This design comes from an exercise in tuning for small area on the open sky130 flow, not from production work. The RTL was checked by simulation tests, not by an equivalence proof against the original design.

==> flow/design.v, too long to show whole: its modules and the start of the top module <==
// module Adder: 38 lines
// module CLA16B: 31 lines
// module CLA16B1x16S: 8 lines
// module CLA16B2x8S: 10 lines
// module CLA16B4x4S: 12 lines
// module StandAdder: 19 lines
// module IncDec: 18 lines
// module mul8x8comb: 92 lines
// module avr_mul: 239 lines
// module alu_avr: 147 lines
// module bit_processor: 86 lines
// module io_adr_dec: 55 lines
// module io_reg_file: 150 lines
// module reg_file: 68 lines
// module pm_fetch_dec: 1248 lines
// module avr_core: 397 lines
// module avr_cpu: 65 lines
module avr_cpu (
    input  wire        clk,
    input  wire        rst_n,
    output wire [15:0] pc,
    input  wire [15:0] inst,
    output wire [5:0]  adr,
    output wire        iore,
    output wire        iowe,
    output wire [15:0] ramadr,
    output wire        ramre,
    output wire        ramwe,
    input  wire        cpuwait,
    input  wire [7:0]  dbusin,
    output wire [7:0]  dbusout,
    input  wire [22:0] irqlines,
    output wire        irqack,
    output wire [4:0]  irqackad,
    output wire        sleepi,
    output wire        irqok,
    output wire        globint,
    output wire        wdri,
    output wire [15:0] spm_out,
    output wire        spm_inst,
    input  wire        spm_wait,
    output wire        valid_instr,
    output wire        change_flow
);
  // ...
==> flow/flow/run.sh <==
#!/bin/bash
# Own layout flow: the standard ORFS flow (standard.sh, unchanged synthesis) with these changes:
#  - port buffers use the smallest buffer cell (every input and output port still gets one)
#  - CTS: larger sink clusters and no dummy loads
# Each tool's full output is in orfs/logs/...; make's own output goes to flow_make.log.
set -euo pipefail
export REMOVE_ABC_BUFFERS=1
export BUFFER_PORTS_ARGS="-buffer_cell sky130_fd_sc_hd__buf_1"
export CTS_ARGS="-sink_clustering_enable -repair_clock_nets -dont_use_dummy_load -sink_clustering_size 30 -sink_clustering_max_diameter 100"
bash standard.sh finish > flow_make.log 2>&1
test -s out/final.def
==> flow/standard.sh <==
#!/bin/bash
# synth_recipe.tcl (not shown) runs the flow's synth.tcl, then flattens the netlist and writes it again
# the make line also repeats each setting of config.mk as NAME=value (left out here)
make -C /OpenROAD-flow-scripts/flow DESIGN_CONFIG=/design/flow/config.mk WORK_HOME=/design/flow/orfs CLKGATE_MAP_FILE= SYNTH_SCRIPT=/design/flow/synth_recipe.tcl "${@:-finish}"
==> flow/config.mk <==
export PLATFORM = sky130hd
export DESIGN_NAME = avr_cpu
export DESIGN_NICKNAME = avr_cpu
export VERILOG_FILES = /design/flow/design.v
export SDC_FILE = /design/flow/constraint.sdc
export NUM_CORES = 4
export LEC_CHECK = 0
export CAP_MARGIN = 20
export CORE_MARGIN = 2
export CORE_UTILIZATION = 60
export SLEW_MARGIN = 20
==> flow/constraint.sdc <==
create_clock -name core_clock -period 12.0 [get_ports {clk}]
set_input_delay 2.4000 -clock core_clock [delete_from_list [all_inputs] [get_ports {clk}]]
set_output_delay 2.4000 -clock core_clock [all_outputs]
set_load 0.01 [all_outputs]
==> metrics.md, run 1 <==
| Metric | Value |
|---|---|
| Final worst path period need | approximately 11 ns |
| Synthesized area | 34100 um2 |
| Status | complete, no violations |
| Cell count after synthesis | around 4300 |
| Pre-CTS setup slack | 1.63 ns |
| Clkbuf count | 23 |
| DRT met1 WL | 53200 um |
| Signal buffers share of area | 0.0370 |
| Post-synthesis adder-cell area fraction | 0.0685 |
| CTS tree | built |
| Placed Area | 35000 um2 |
| First-pass GRT wire length | 225000 um |
| P&R area growth vs syn | 4.43% |
| GRT Overall Usage | 0.512 |
| Worst slew margin | 0.139 |
| Crit-path leading delay family | compound AO/OA/AOI/OAI gates |
| Total routed wirelength | 153000 um |
| Met2 wire length | 63000 um |
| Vias per inst | 7.24 |
| Worst Path Required | roughly 12 ns |
| Most numerous cell in the Yosys netlist | nand2_1 |
| GR Overflow Total | 0 |
| Yosys cell types | 105 |
| Rows | 87 |
==> module reg_file, before the edit <==
module reg_file(
                input  wire        cp2,
                input  wire        ireset,
                input  wire [7:0]  reg_rd_in,
                output wire [7:0]  reg_rd_out,
                input  wire [4:0]  reg_rd_adr,      
                input  wire [4:0]  reg_wr_adr,      
                output wire [7:0]  reg_rr_out,
                input  wire [4:0]  reg_rr_adr,
                input  wire        reg_rd_wr,
                input  wire        post_inc,
                input  wire        pre_dec,
                input  wire        reg_h_wr,
                output wire [15:0] reg_h_out,
                input  wire [2:0]  reg_h_adr,       
                input  wire [15:0] reg_h_addend,    
                output wire [15:0] reg_h_sum,       
                output wire [15:0] reg_z_out,
                input  wire        w_op,            
                input  wire [7:0]  reg_rd_hb_in,
                output wire [7:0]  reg_rr_hb_out,   
                output wire [15:0] spm_out
                );
   wire [255:0] gv;                    
   wire [15:0] x_reg = gv[26*8 +: 16];
   wire [15:0] y_reg = gv[28*8 +: 16];
   wire [15:0] z_reg = gv[30*8 +: 16];
   wire [15:0] h_data = (x_reg & {16{reg_h_adr[0]}}) |
                        (y_reg & {16{reg_h_adr[1]}}) |
                        (z_reg & {16{reg_h_adr[2]}});
   wire [15:0] reg_h_in;
   wire        h_c6;
   StandAdder #(.AdderWidth(6)) h_adder(.A(h_data[5:0]), .B(reg_h_addend[5:0]), .CI(1'b0), .S(reg_h_in[5:0]), .CO(h_c6));
   IncDec #(.W(10)) h_incdec(.A(h_data[15:6]), .UP(~reg_h_addend[15]), .EN(reg_h_addend[15] ^ h_c6), .Y(reg_h_in[15:6]));
   assign reg_h_sum = reg_h_in;
   assign reg_h_out = pre_dec ? reg_h_in : h_data;
   wire [15:0] rr_pair = gv[reg_rr_adr[4:1]*16 +: 16];
   assign reg_rr_out    = reg_rr_adr[0] ? rr_pair[15:8] : rr_pair[7:0];
   assign reg_rr_hb_out = rr_pair[15:8];
   assign reg_rd_out = gv[reg_rd_adr*8 +: 8];
   assign reg_z_out = z_reg;
   assign spm_out   = gv[15:0];
   wire h_wr = ~reg_rd_wr & reg_h_wr;
   wire [7:0] odd_data = w_op ? reg_rd_hb_in : reg_rd_in;
   genvar i;
   generate
      for (i = 0; i < 32; i = i + 1)
      begin : regs
         wire       hsel = (i == 26 || i == 27) ? reg_h_adr[0] :
                           (i == 28 || i == 29) ? reg_h_adr[1] :
                           (i == 30 || i == 31) ? reg_h_adr[2] : 1'b0;
         wire       rd_sel  = (i % 2 == 1) ? (reg_rd_wr & (reg_wr_adr[4:1] == (i / 2)) & (reg_wr_adr[0] | w_op)) :
                                             (reg_rd_wr & (reg_wr_adr == i));
         wire [7:0] rd_data = (i % 2 == 1) ? odd_data : reg_rd_in;
         wire       h_sel   = h_wr & hsel;
         wire [7:0] h_byte  = (i % 2 == 1) ? reg_h_in[15:8] : reg_h_in[7:0];
         reg  [7:0] q;
         always @(posedge cp2 or negedge ireset)
            if (!ireset)
               q <= 8'h00;
            else if (rd_sel)
               q <= rd_data;
            else if (h_sel)
               q <= h_byte;
         assign gv[i*8 +: 8] = q;
      end
   endgenerate
endmodule  
==> run 2, diff against run 1 <==
--- a/flow/design.v
+++ b/flow/design.v
@@ -955,36 +955,36 @@
    wire [15:0] rr_pair = gv[reg_rr_adr[4:1]*16 +: 16];
    assign reg_rr_out    = reg_rr_adr[0] ? rr_pair[15:8] : rr_pair[7:0];
    assign reg_rr_hb_out = rr_pair[15:8];
    assign reg_rd_out = gv[reg_rd_adr*8 +: 8];
    assign reg_z_out = z_reg;
    assign spm_out   = gv[15:0];
    wire h_wr = ~reg_rd_wr & reg_h_wr;
    wire [7:0] odd_data = w_op ? reg_rd_hb_in : reg_rd_in;
+   wire [7:0] xyz_lo_data = h_wr ? reg_h_in[7:0]  : reg_rd_in;
+   wire [7:0] xyz_hi_data = h_wr ? reg_h_in[15:8] : odd_data;
    genvar i;
    generate
       for (i = 0; i < 32; i = i + 1)
       begin : regs
          wire       hsel = (i == 26 || i == 27) ? reg_h_adr[0] :
                            (i == 28 || i == 29) ? reg_h_adr[1] :
                            (i == 30 || i == 31) ? reg_h_adr[2] : 1'b0;
          wire       rd_sel  = (i % 2 == 1) ? (reg_rd_wr & (reg_wr_adr[4:1] == (i / 2)) & (reg_wr_adr[0] | w_op)) :
                                              (reg_rd_wr & (reg_wr_adr == i));
-         wire [7:0] rd_data = (i % 2 == 1) ? odd_data : reg_rd_in;
+         wire [7:0] rd_data = (i >= 26) ? ((i % 2 == 1) ? xyz_hi_data : xyz_lo_data) :
+                              (i % 2 == 1) ? odd_data : reg_rd_in;
          wire       h_sel   = h_wr & hsel;
-         wire [7:0] h_byte  = (i % 2 == 1) ? reg_h_in[15:8] : reg_h_in[7:0];
          reg  [7:0] q;
          always @(posedge cp2 or negedge ireset)
             if (!ireset)
                q <= 8'h00;
-            else if (rd_sel)
+            else if (rd_sel | h_sel)
                q <= rd_data;
-            else if (h_sel)
-               q <= h_byte;
          assign gv[i*8 +: 8] = q;
       end
    endgenerate
 endmodule  
 `timescale 1 ns / 1 ps
 module pm_fetch_dec(
                     cp2, 
 		    cp2en, 
@@ -2196,36 +2196,36 @@
     	  spm_st2_next = 1'b0;
        default : spm_st2_next = 1'b0;
     endcase
     njmp_st0_next = ((~njmp_st0_current) & idc_jmp) | (njmp_st0_current & (~jmp_st2_current));
     jmp_st1_next  = (~jmp_st1_current) & (~njmp_st0_current) & idc_jmp;	     
     jmp_st2_next  = (~jmp_st2_current) & jmp_st1_current;
     nrcall_st0_next = ((~nrcall_st0_current) & idc_rcall) | (nrcall_st0_current & (~(rcall_st2_current & (~cpuwait))));
     rcall_st1_next  = ((~rcall_st1_current) & (~nrcall_st0_current) & idc_rcall) | (rcall_st1_current & cpuwait);
-    rcall_st2_next  = ((~rcall_st2_current) & rcall_st1_current & (~cpuwait)) | (rcall_st2_current & cpuwait);
+    rcall_st2_next  = cpuwait ? rcall_st2_current : rcall_st1_current;	 
     nicall_st0_next = ((~nicall_st0_current) & idc_icall) | (nicall_st0_current & (~(icall_st2_current & (~cpuwait))));
     icall_st1_next  = ((~icall_st1_current) & (~nicall_st0_current) & idc_icall) | (icall_st1_current & cpuwait);
-    icall_st2_next  = ((~icall_st2_current) & icall_st1_current & (~cpuwait)) | (icall_st2_current & cpuwait);
+    icall_st2_next  = cpuwait ? icall_st2_current : icall_st1_current;	 
     ncall_st0_next = ((~ncall_st0_current) & idc_call) | (ncall_st0_current & (~(call_st3_current & (~cpuwait))));
     call_st1_next  = (~call_st1_current) & (~ncall_st0_current) & idc_call;
     call_st2_next  = ((~call_st2_current) & call_st1_current) | (call_st2_current & cpuwait);
-    call_st3_next  = ((~call_st3_current) & call_st2_current & (~cpuwait)) | (call_st3_current & cpuwait);
+    call_st3_next  = cpuwait ? call_st3_current : call_st2_current;	 
     nret_st0_next = ((~nret_st0_current) & idc_ret) | (nret_st0_current & (~ret_st3_current));
     ret_st1_next  = ((~ret_st1_current) & (~nret_st0_current) & idc_ret) | (ret_st1_current & cpuwait);
-    ret_st2_next  = ((~ret_st2_current) & ret_st1_current & (~cpuwait)) | (ret_st2_current & cpuwait);
+    ret_st2_next  = cpuwait ? ret_st2_current : ret_st1_current;	 
     ret_st3_next  = (~ret_st3_current) & ret_st2_current & (~cpuwait);
     nreti_st0_next = ((~nreti_st0_current) & idc_reti) | (nreti_st0_current & (~reti_st3_current));
     reti_st1_next  = ((~reti_st1_current) & (~nreti_st0_current) & idc_reti) | (reti_st1_current & cpuwait);
-    reti_st2_next  = ((~reti_st2_current) & reti_st1_current & (~cpuwait)) | (reti_st2_current & cpuwait);
+    reti_st2_next  = cpuwait ? reti_st2_current : reti_st1_current;	 
     reti_st3_next  = (~reti_st3_current) & reti_st2_current & (~cpuwait);
     nirq_st0_next = ((~nirq_st0_current) & irq_start) | (nirq_st0_current & (~(irq_st3_current & (~cpuwait))));
     irq_st1_next = ((~irq_st1_current) & (~nirq_st0_current) & irq_start);
     irq_st2_next = ((~irq_st2_current) & irq_st1_current) | (irq_st2_current & cpuwait);
-    irq_st3_next = ((~irq_st3_current) & irq_st2_current & (~cpuwait)) | (irq_st3_current & cpuwait);
+    irq_st3_next = cpuwait ? irq_st3_current : irq_st2_current;	 
     irqackad_int_next = irq_vector_adr[5:1];  
     rjmp_st_next = idc_rjmp | idc_ijmp | ((idc_brbc | idc_brbs) & bit_test_op_out);
     push_st_next = ((~push_st_current) & idc_push) | (push_st_current & cpuwait);
     pop_st_next = ((~pop_st_current) & idc_pop) | (pop_st_current & cpuwait);
     ld_st_next = ((~ld_st_current) & (idc_ld_x | idc_ld_y | idc_ldd_y | idc_ld_z | idc_ldd_z | idc_lds)) | (ld_st_current & cpuwait);
     st_st_next = ((~st_st_current) & (idc_st_x | idc_st_y | idc_std_y | idc_st_z | idc_std_z | idc_sts)) | (st_st_current & cpuwait);
     bio_st_next = idc_sbi | idc_cbi;
     cbi_sbi_io_adr_tmp_next = dex_adr5port;
==> flow/flow/run.sh (replaced) <==
#!/bin/bash
# Own layout flow: the standard ORFS flow (standard.sh, ORFS synthesis with synth_recipe.tcl)
# with these changes:
#  - abc maps the logic with an area-recovering script (flow/abc_speed.script, used in place of
#    ORFS's abc_speed.script through a copy of ORFS's scripts folder); registers are untouched
#  - the buffers abc inserted during synthesis are removed at floorplan (REMOVE_ABC_BUFFERS)
#  - port buffers use the smallest buffer cell (every input and output port still gets one)
#  - CTS: larger sink clusters and no dummy loads
# Each tool's full output is in orfs/logs/...; make's own output goes to flow_make.log.
set -euo pipefail
W=$PWD
rm -rf "$W/orfs_scripts"
cp -r "$FLOW_HOME/scripts" "$W/orfs_scripts"
cp "$W/flow/abc_speed.script" "$W/orfs_scripts/abc_speed.script"
export SCRIPTS_DIR="$W/orfs_scripts"
export REMOVE_ABC_BUFFERS=1
export BUFFER_PORTS_ARGS="-buffer_cell sky130_fd_sc_hd__buf_1"
export CTS_ARGS="-sink_clustering_enable -repair_clock_nets -dont_use_dummy_load -sink_clustering_size 20 -sink_clustering_max_diameter 80"
bash standard.sh finish > flow_make.log 2>&1
test -s out/final.def
==> flow/flow/abc_speed.script (new file) <==
&get -n
&st
&dch
&nf
&st
&dch -f
&nf -a
&put
topo
stime -c
upsize -c
dnsize -c
==> run 2 against run 1 <==
- highest routed layer unchanged
- critical path type unchanged
- first-iteration DRC count grew 16%
- synthesized cell count is 17% lower
- critical path depth rose by 10
- die area down 8.9%
==> metrics.md, run 2 <==
| Metric | Value |
|---|---|
| Status | complete, no violations (unchanged) |
| Crit path launch type | register (unchanged) |
| Largest net degree at the start of global routing | 187 (was 179) |
| RSZ-0062 raised after global routing | false (unchanged) |
| Top post-synthesis cells by area | dfrtp_1 (36%), a21oi_1 (6.9%), nor2_1 (6.8%), fa_1 (5.0%), o21ai_0 (4.7%) (was dfrtp_1 (33%), nand2_1 (8.9%), o21ai_0 (6.1%), fa_1 (4.5%), nor2_1 (3.6%)) |
| Fin area | 33900 um2 (was 35600 um2) |
| GRT Overall Usage | 0.530 (was 0.512) |
| Die X | 231 um (was 242 um) |
| Top-level port count | 130 (unchanged) |
| Reg2reg start | core.pm_fetch_dec_Inst.reti_st2_current$_DFFE_PN0N_ (was core.pm_fetch_dec_Inst.st_st_current$_DFF_PN0_) |
| DRT antenna net count | 0 (unchanged) |
| Mean post-synth cell area | 8.66 um2 (was 7.94 um2) |
| Gpl congestion | 1.11 (was 1.12) |
| Period utilization | 0.860 (was 0.897) |
| Cell count after synthesis | 3579 (was 4288) |
| Total number of vias | 33600 (was 35900) |
| CP max stage delay | 0.76 ns (was 1.04 ns) |
| Final #Nets | 4016 (was 4394) |
| TritonCTS buffer count | 34 (was 23) |
| Total routed wirelength | 143000 um (was 153000 um) |
| Maximum clock path buffer count | 3 (unchanged) |
| Resize count post-CTS | 0 (unchanged) |
| Worst slew margin | 0.0863 (was 0.139) |
| GR Overflow Total | 0 (unchanged) |
| Synthesized area | 31000 um2 (was 34100 um2) |
| FF-to-FF setup slack | 1.68 ns (was 1.24 ns) |
| Final hold slack | 0.442 ns (was 0.419 ns) |
| Rows | 83 (was 87) |
| Pre-CTS setup slack | 2.17 ns (was 1.63 ns) |
| CP Class | reg -> reg (unchanged) |
| Vias per inst | 7.46 (was 7.24) |
| Hold Path End | core.pm_fetch_dec_Inst.skip_inst_st2_current$_DFF_PN0_ (was core.pm_fetch_dec_Inst.lpm_e_st2_current$_DFF_PN0_) |
| Register with the most flip-flops | core.GPRF_Inst.regs.q (unchanged) |
| Clk sink count | 445 (unchanged) |
| Vias in the first global route | 31600 (was 33400) |
| Die ar. | 53500 um2 (was 58700 um2) |
| Crit path buffers/inverters | 5 (was 2) |
| CORE AREA | 51200 um2 (was 56300 um2) |
| First-pass GRT wire length | 208000 um (was 225000 um) |
| Yosys cell types | 102 (was 105) |
| Die height | 231 um (was 242 um) |
| CP max stage cell | o21ai_0 (was o22ai_1) |
| Commonest cells after routing, fill and taps aside | nor2_1 (560), dfrtp_1 (445), a21oi_1 (424) (was nand2_1 (805), dfrtp_1 (445), o21ai_0 (412)) |
| Max Slew Vio Count | 0 (unchanged) |
| Hold path startpoint | core.pm_fetch_dec_Inst.skip_inst_st2_current$_DFF_PN0_ (was core.pm_fetch_dec_Inst.lpm_e_st1_current$_DFF_PN0_) |
| Final Hold Fails | 0 (unchanged) |
| Post-synth ARST share | 1.00 (unchanged) |
| Initial antenna violation count | 18 (was 7) |
| Most numerous cell in the Yosys netlist | nor2_1 (was nand2_1) |
| Htree depth | 2 (was 1) |
| P&R area growth vs syn | 9.53% (was 4.43%) |
| YS warnings | 6 (unchanged) |
| DRC Markers | 0 (unchanged) |
| Synth Register Bits | 445 (unchanged) |
| Skew-Pair Late Insertion Delay | 0.60 ns (was 0.63 ns) |
| Number of max-cap violations | 0 (unchanged) |
| DRT Pass-1 Iters | 11 (unchanged) |
| Max Freq | 0.0969 GHz (was 0.0929 GHz) |
| WP data arrival | 10.77 ns (was 11.14 ns) |
| Crit Reg-Reg Endpoint | core.GPRF_Inst.regs[31].q[6]$_DFFE_PN0P_ (was core.GPRF_Inst.regs[3].q[4]$_DFFE_PN0P_) |
| Crit path max fanout | 23 (was 29) |
| Starting Density | 0.605 (about the same) |
| Seq/Total Area, Yosys | 0.359 (was 0.327) |
| Max reg flops | 256 (unchanged) |
| Worst reg2reg path depth | 36 (was 26) |
| Post-synth top cells | nor2_1 (565), dfrtp_1 (445), a21oi_1 (425) (was nand2_1 (806), dfrtp_1 (445), o21ai_0 (414)) |
| Crit path top cell by count | ha_1 (unchanged) |
| Cts hold-fix bufs | 0 (unchanged) |
| IO buf count | 129 (unchanged) |
| DR WL/cell | 31.7 um (was 30.8 um) |
| Area leader, netlist | dfrtp_1 (unchanged) |
| Layout cells sized above 1 | 0.0601 (was 0.0640) |
| Post-DP HPWL | 103000 um (was 111000 um) |
| CTS root buffer | clkbuf_16 (unchanged) |
| Clk slew on worst S/H paths | 0.08 ns (was 0.07 ns) |
| Top-area cell type share of the netlist area | 0.359 (was 0.327) |
| Initial DRC count | 6153 (was 5311) |
| Placed Area | 33000 um2 (was 35000 um2) |
| Worst-case clock skew | 0.0805 ns (was 0.0949 ns) |
| Worst-Margin Slew | 1.36 ns (was 1.28 ns) |
| Final setup vio count | 0 (unchanged) |
| Main flop type after synthesis | dfrtp_1 (unchanged) |
| Setup TNS | 0 ns (unchanged) |
| Leading cell type in the layout, fill and taps excluded | nor2_1 (was nand2_1) |
| Worst Setup Slack, final | 1.68 ns (was 1.24 ns) |
| Hold Crit Depth | 1 (was 0) |
| Critical Path End Type | register (unchanged) |
| Number of flops mapped to enable cells by yosys | 0 (unchanged) |
| Post CTS Setup Buffer Count | 0 (unchanged) |
| Final worst path period need | 10.32 ns (was 10.76 ns) |
| Tightest Hold Check Type | reg -> reg (unchanged) |
| Worst Path Required | 12.45 ns (was 12.37 ns) |
| CTS tree | built (unchanged) |
| Crit-path leading delay family | compound AO/OA/AOI/OAI gates (unchanged) |
| Util after Layout | 0.663 (was 0.632) |
## run 2: cell count changes in the layout (fill, tap and decap cells not counted), moves of 53 or more
| cell | before | now |
|---|---|---|
| and2_1 | 65 | 1 |
| o21ai_0 | 412 | 290 |
| clkinv_1 | 1 | 132 |
| inv_1 | 129 | 0 |
| nor2_1 | 325 | 560 |
| mux2i_1 | 121 | 68 |
| a21oi_1 | 218 | 424 |
| and3_1 | 99 | 17 |
| mux2_1 | 12 | 117 |
| nand2_1 | 805 | 388 |
## run 2: kinds of logic after synthesis
group,count (synthesis),synth area share
xor gates and xnor gates,68,0.0192
AOI/OAI and AO/OA,1217,0.245
muxes,217,0.0863
buffers and inverters,153,0.0210
adders and majority gates,138,0.0743
DFF,445,0.359
and+or+nand+nor,1341,0.195
## run 2: per-stage QoR
| stage | instances |
|---|---|
| 6_report | 4511 |
| 5_1_grt | 4507 |
| 4_1_cts | 4504 |
| 3_5_place_dp | 4470 |
| 3_3_place_gp | 4470 |
| 2_1_floorplan | 3563 |
## run 2: worst reg2reg max path: cells and delay by family (launching register included)
kind	cells	cell delay [ns]
AO/OA/AOI/OAI	18	4.20
adder cells (fa/ha/maj)	6	1.36
buffers and inverters	5	1.43
flip-flops	1	0.41
AND/OR/NAND/NOR	7	2.80
## run 2: worst max path at each step
stage	from	endpoint	cells after the start	slack, ns
2_1_floorplan	core.pm_fetch_dec_Inst.irq_st1_current$_DFF_PN0_	register	33	3.44
3_3_place_gp	core.pm_fetch_dec_Inst.bio_st_current$_DFF_PN0_	core.GPRF_Inst.regs[27].q[6]$_DFFE_PN0P_	35	2.50
3_5_place_dp	core.pm_fetch_dec_Inst.bio_st_current$_DFF_PN0_	core.GPRF_Inst.regs[31].q[6]$_DFFE_PN0P_	36	2.17
4_1_cts	core.pm_fetch_dec_Inst.lpm_st2_current$_DFF_PN0_	core.GPRF_Inst.regs[31].q[6]$_DFFE_PN0P_	37	2.14
5_1_grt	core.pm_fetch_dec_Inst.reti_st2_current$_DFFE_PN0N_	core.GPRF_Inst.regs[27].q[6]$_DFFE_PN0P_	36	1.21
6_report	core.pm_fetch_dec_Inst.reti_st2_current$_DFFE_PN0N_	core.GPRF_Inst.regs[31].q[6]$_DFFE_PN0P_	36	1.68
## run 2: layout make-up
class	count	area, um2
flip-flops and latches	445	11100
diodes	5	12.5
fillers	4166	17300
multi-input cells	2981	19300
clock buffers	34	851
well taps	680	851
repair buffers	229	1280
inverters	137	531
## run 2: per-layer routing
| layer | up-vias | global-route usage | wire length [um] |
|---|---|---|---|
| li1 | 13700 | - | - |
| met4 | 20 | 0.431 | 14800 |
| met5 | - | 0.00276 | 156 |
| met1 | 16000 | 0.646 | 48100 |
| met3 | 872 | 0.194 | 21300 |
| met2 | 3047 | 0.753 | 58500 |
==> run 3, diff against run 2 <==
--- a/flow/flow/run.sh
+++ b/flow/flow/run.sh
@@ -17,3 +17,3 @@
 export BUFFER_PORTS_ARGS="-buffer_cell sky130_fd_sc_hd__buf_1"
-export CTS_ARGS="-sink_clustering_enable -repair_clock_nets -dont_use_dummy_load -sink_clustering_size 20 -sink_clustering_max_diameter 80"
+export CTS_ARGS="-sink_clustering_enable -repair_clock_nets -dont_use_dummy_load -sink_clustering_size 25 -sink_clustering_max_diameter 90"
 bash standard.sh finish > flow_make.log 2>&1
==> run 3 against run 2 <==
- first-iteration DRC count is 0.89% lower
- maximum frequency hardly changed
- cell count is essentially flat
- non-clock buffer count decreased by 2
- global-route usage is 0.72 points lower
- still clean on timing, DRC and antenna
- largest cell class unchanged
- critical path type unchanged
- sequential share of layout area increased by 0.17 points
==> metrics.md, run 3 <==
| Metric | Value |
|---|---|
| Die height | 231 um (unchanged) |
| Max Slew Vio Count | 0 (unchanged) |
| Top-area cell type share of the netlist area | 0.359 (unchanged) |
| CORE AREA | 51200 um2 (unchanged) |
| TritonCTS buffer count | 27 (was 34) |
| Vias in the first global route | 31400 (was 31600) |
| CP max stage cell | nor2b_2 (was o21ai_0) |
| Total routed wirelength | 141000 um (was 143000 um) |
| Synth Register Bits | 445 (unchanged) |
| Max Freq | 0.0969 GHz (about the same) |
| Worst setup path startpoint | core.pm_fetch_dec_Inst.reti_st2_current$_DFFE_PN0N_ (unchanged) |
| Worst reg2reg path depth | 34 (was 36) |
| Worst path depth | 34 (was 36) |
| Rows | 83 (unchanged) |
| Die X | 231 um (unchanged) |
| Starting Density | 0.605 (unchanged) |
| Worst slew margin | 0.0895 (was 0.0863) |
| CP Class | reg -> reg (unchanged) |
| CTS tree | built (unchanged) |
| CP max stage delay | 0.94 ns (was 0.76 ns) |
| CTS root buffer | clkbuf_16 (unchanged) |
| Top-level port count | 130 (unchanged) |
| Area leader, netlist | dfrtp_1 (unchanged) |
| Number of flops mapped to enable cells by yosys | 0 (unchanged) |
| Reg2reg start | core.pm_fetch_dec_Inst.reti_st2_current$_DFFE_PN0N_ (unchanged) |
| Leading cell type in the layout, fill and taps excluded | nor2_1 (unchanged) |
| Commonest cells after routing, fill and taps aside | nor2_1 (560), dfrtp_1 (445), a21oi_1 (424) (unchanged) |
| Cell count after synthesis | 3579 (unchanged) |
| Critical Path End Type | register (unchanged) |
| Clk sink count | 445 (unchanged) |
| Post-DP HPWL | 103000 um (unchanged) |
| Post-synth ARST share | 1.00 (unchanged) |
| Status | complete, no violations (unchanged) |
| Final Hold Fails | 0 (unchanged) |
| Main flop type after synthesis | dfrtp_1 (unchanged) |
| Gpl congestion | 1.11 (unchanged) |
| DRC Markers | 0 (unchanged) |
| GRT Overall Usage | 0.523 (was 0.530) |
| Period utilization | 0.860 (about the same) |
| Crit path buffers/inverters | 4 (was 5) |
| Post-synth top cells | nor2_1 (565), dfrtp_1 (445), a21oi_1 (425) (unchanged) |
| Vias per inst | 7.43 (was 7.46) |
| Synthesized area | 31000 um2 (unchanged) |
| YS warnings | 6 (unchanged) |
| Setup TNS | 0 ns (unchanged) |
| Skew-Pair Late Insertion Delay | 0.65 ns (was 0.60 ns) |
| Crit path launch type | register (unchanged) |
| Largest net degree at the start of global routing | 187 (unchanged) |
| Crit-path leading delay family | simple AND/OR/NAND/NOR gates (was compound AO/OA/AOI/OAI gates) |
| Maximum clock path buffer count | 3 (unchanged) |
| Total number of vias | 33500 (was 33600) |
| Worst-Margin Slew | 1.36 ns (about the same) |
| Final worst path period need | 10.32 ns (about the same) |
| Post CTS Setup Buffer Count | 0 (unchanged) |
| Final setup vio count | 0 (unchanged) |
| Worst Path Required | 12.50 ns (was 12.45 ns) |
| Layout cells sized above 1 | 0.0582 (was 0.0601) |
| RSZ-0062 raised after global routing | false (unchanged) |
| Mean post-synth cell area | 8.66 um2 (unchanged) |
| Initial antenna violation count | 12 (was 18) |
| Top post-synthesis cells by area | dfrtp_1 (36%), a21oi_1 (6.9%), nor2_1 (6.8%), fa_1 (5.0%), o21ai_0 (4.7%) (unchanged) |
| Max reg flops | 256 (unchanged) |
| Htree depth | 1 (was 2) |
| Worst-case clock skew | 0.0782 ns (was 0.0805 ns) |
| Register with the most flip-flops | core.GPRF_Inst.regs.q (unchanged) |
| Number of max-cap violations | 0 (unchanged) |
| DRT antenna net count | 0 (unchanged) |
| P&R area growth vs syn | 8.96% (was 9.53%) |
| DRT Pass-1 Iters | 9 (was 11) |
| Filler cells | 4198 (was 4166) |
| Crit path max fanout | 29 (was 23) |
| Resize count post-CTS | 0 (unchanged) |
| WP data arrival | 10.82 ns (was 10.77 ns) |
| GR Overflow Total | 0 (unchanged) |
| Cts hold-fix bufs | 0 (unchanged) |
| DR WL/cell | 31.4 um (was 31.7 um) |
| IO buf count | 129 (unchanged) |
| Yosys cell types | 102 (unchanged) |
| Die ar. | 53500 um2 (unchanged) |
| Final hold slack | 0.447 ns (was 0.442 ns) |
| Tightest Hold Check Type | reg -> reg (unchanged) |
| Initial DRC count | 6098 (was 6153) |
| Final #Nets | 4007 (was 4016) |
| Most numerous cell in the Yosys netlist | nor2_1 (unchanged) |
| Seq/Total Area, Yosys | 0.359 (unchanged) |
| FF-to-FF setup slack | 1.68 ns (about the same) |
| Crit path top cell by count | ha_1 (unchanged) |
| Clk slew on worst S/H paths | 0.10 ns (was 0.08 ns) |
| First-pass GRT wire length | 207000 um (was 208000 um) |
-- run 3: layout make-up --
cell class	instances	area, um2	share of cell area
Clock buffer	27	676	0.0200
Multi-Input combinational cell	2981	19300	0.571
Antenna cell	11	27.5	0.000815
Timing Repair Buffer	227	1260	0.0375
Sequential cell	445	11100	0.330
Tap cell	680	851	0.0252
Inverter	137	531	0.0157
-- run 3: kinds of logic (layout without fill, tap and decap cells) --
kind of cell | after synthesis | in the layout | share of synthesized area
buf+inv | 153 | 391 | 0.0210
xor+xnor | 68 | 68 | 0.0192
compound gates | 1217 | 1217 | 0.245
other cells | 0 | 11 | 0
flops | 445 | 445 | 0.359
simple gates | 1341 | 1341 | 0.195
mux | 217 | 217 | 0.0863
fa+ha+maj | 138 | 138 | 0.0743
-- run 3: stage by stage --
step	util	instance area, um2	setup slack [ns]	std cells
finish	0.659	33800	1.68	4508
global route	0.659	33700	1.20	4498
CTS	0.658	33700	2.12	4497
detailed placement	0.645	33000	2.17	4470
global placement	0.645	33000	2.50	4470
floorplan	-	30900	3.44	3563
-- run 3: how the worst min path moves through the flow --
stage / depth (start not counted) / start / slack, ns / end
3_3_place_gp: 0 / core.pm_fetch_dec_Inst.lpm_e_st1_current$_DFF_PN0_ / 0.41 / core.pm_fetch_dec_Inst.lpm_e_st2_current$_DFF_PN0_
4_1_cts: 1 / core.pm_fetch_dec_Inst.skip_inst_st2_current$_DFF_PN0_ / 0.44 / core.pm_fetch_dec_Inst.skip_inst_st2_current$_DFF_PN0_
2_1_floorplan: 0 / core.pm_fetch_dec_Inst.lpm_e_st1_current$_DFF_PN0_ / 0.38 / core.pm_fetch_dec_Inst.lpm_e_st2_current$_DFF_PN0_
6_report: 1 / core.pm_fetch_dec_Inst.skip_inst_st2_current$_DFF_PN0_ / 0.45 / core.pm_fetch_dec_Inst.skip_inst_st2_current$_DFF_PN0_
5_1_grt: 1 / core.pm_fetch_dec_Inst.skip_inst_st2_current$_DFF_PN0_ / 0.46 / core.pm_fetch_dec_Inst.skip_inst_st2_current$_DFF_PN0_
3_5_place_dp: 0 / core.pm_fetch_dec_Inst.lpm_e_st1_current$_DFF_PN0_ / 0.42 / core.pm_fetch_dec_Inst.lpm_e_st2_current$_DFF_PN0_
-- run 3: routing by layer --
layer | wire (um) | track usage | vias up
li1 | - | - | 13700
met4 | 15700 | 0.430 | 10
met2 | 57600 | 0.748 | 3033
met5 | 70 | 0 | -
met3 | 19800 | 0.174 | 885
met1 | 48100 | 0.642 | 15900

==> re-timing with driven ports <==
The flow's constraints put no driver on any port. The routed layouts listed below were extracted and timed again, unchanged, in two steps.
Step 1 sets driving cells, clkbuf_16 on the clock port and buf_2 on the other inputs (assumed; they add their load-dependent delay and slew).
Step 2 moves the port delays by t, midway between the first and last clock arrival at a register: inputs arrive t later, outputs are due t later. That takes back most of the time a late clock gives input paths.
a / b / c = ideal / step 1 / step 2; a / b = the first two.
run	t, ns	setup WS [ns]	latest minus earliest clock arrival (ns)	pins driven straight from the clock port
run 1	0.651	1.237 / 1.237 / 1.237	0.095 / 0.095	1
run 2	0.629	1.677 / 1.677 / 1.677	0.081 / 0.080	1
run 3	0.676	1.683 / 1.683 / 1.683	0.078 / 0.079	1
After both steps every run listed still meets setup and hold.
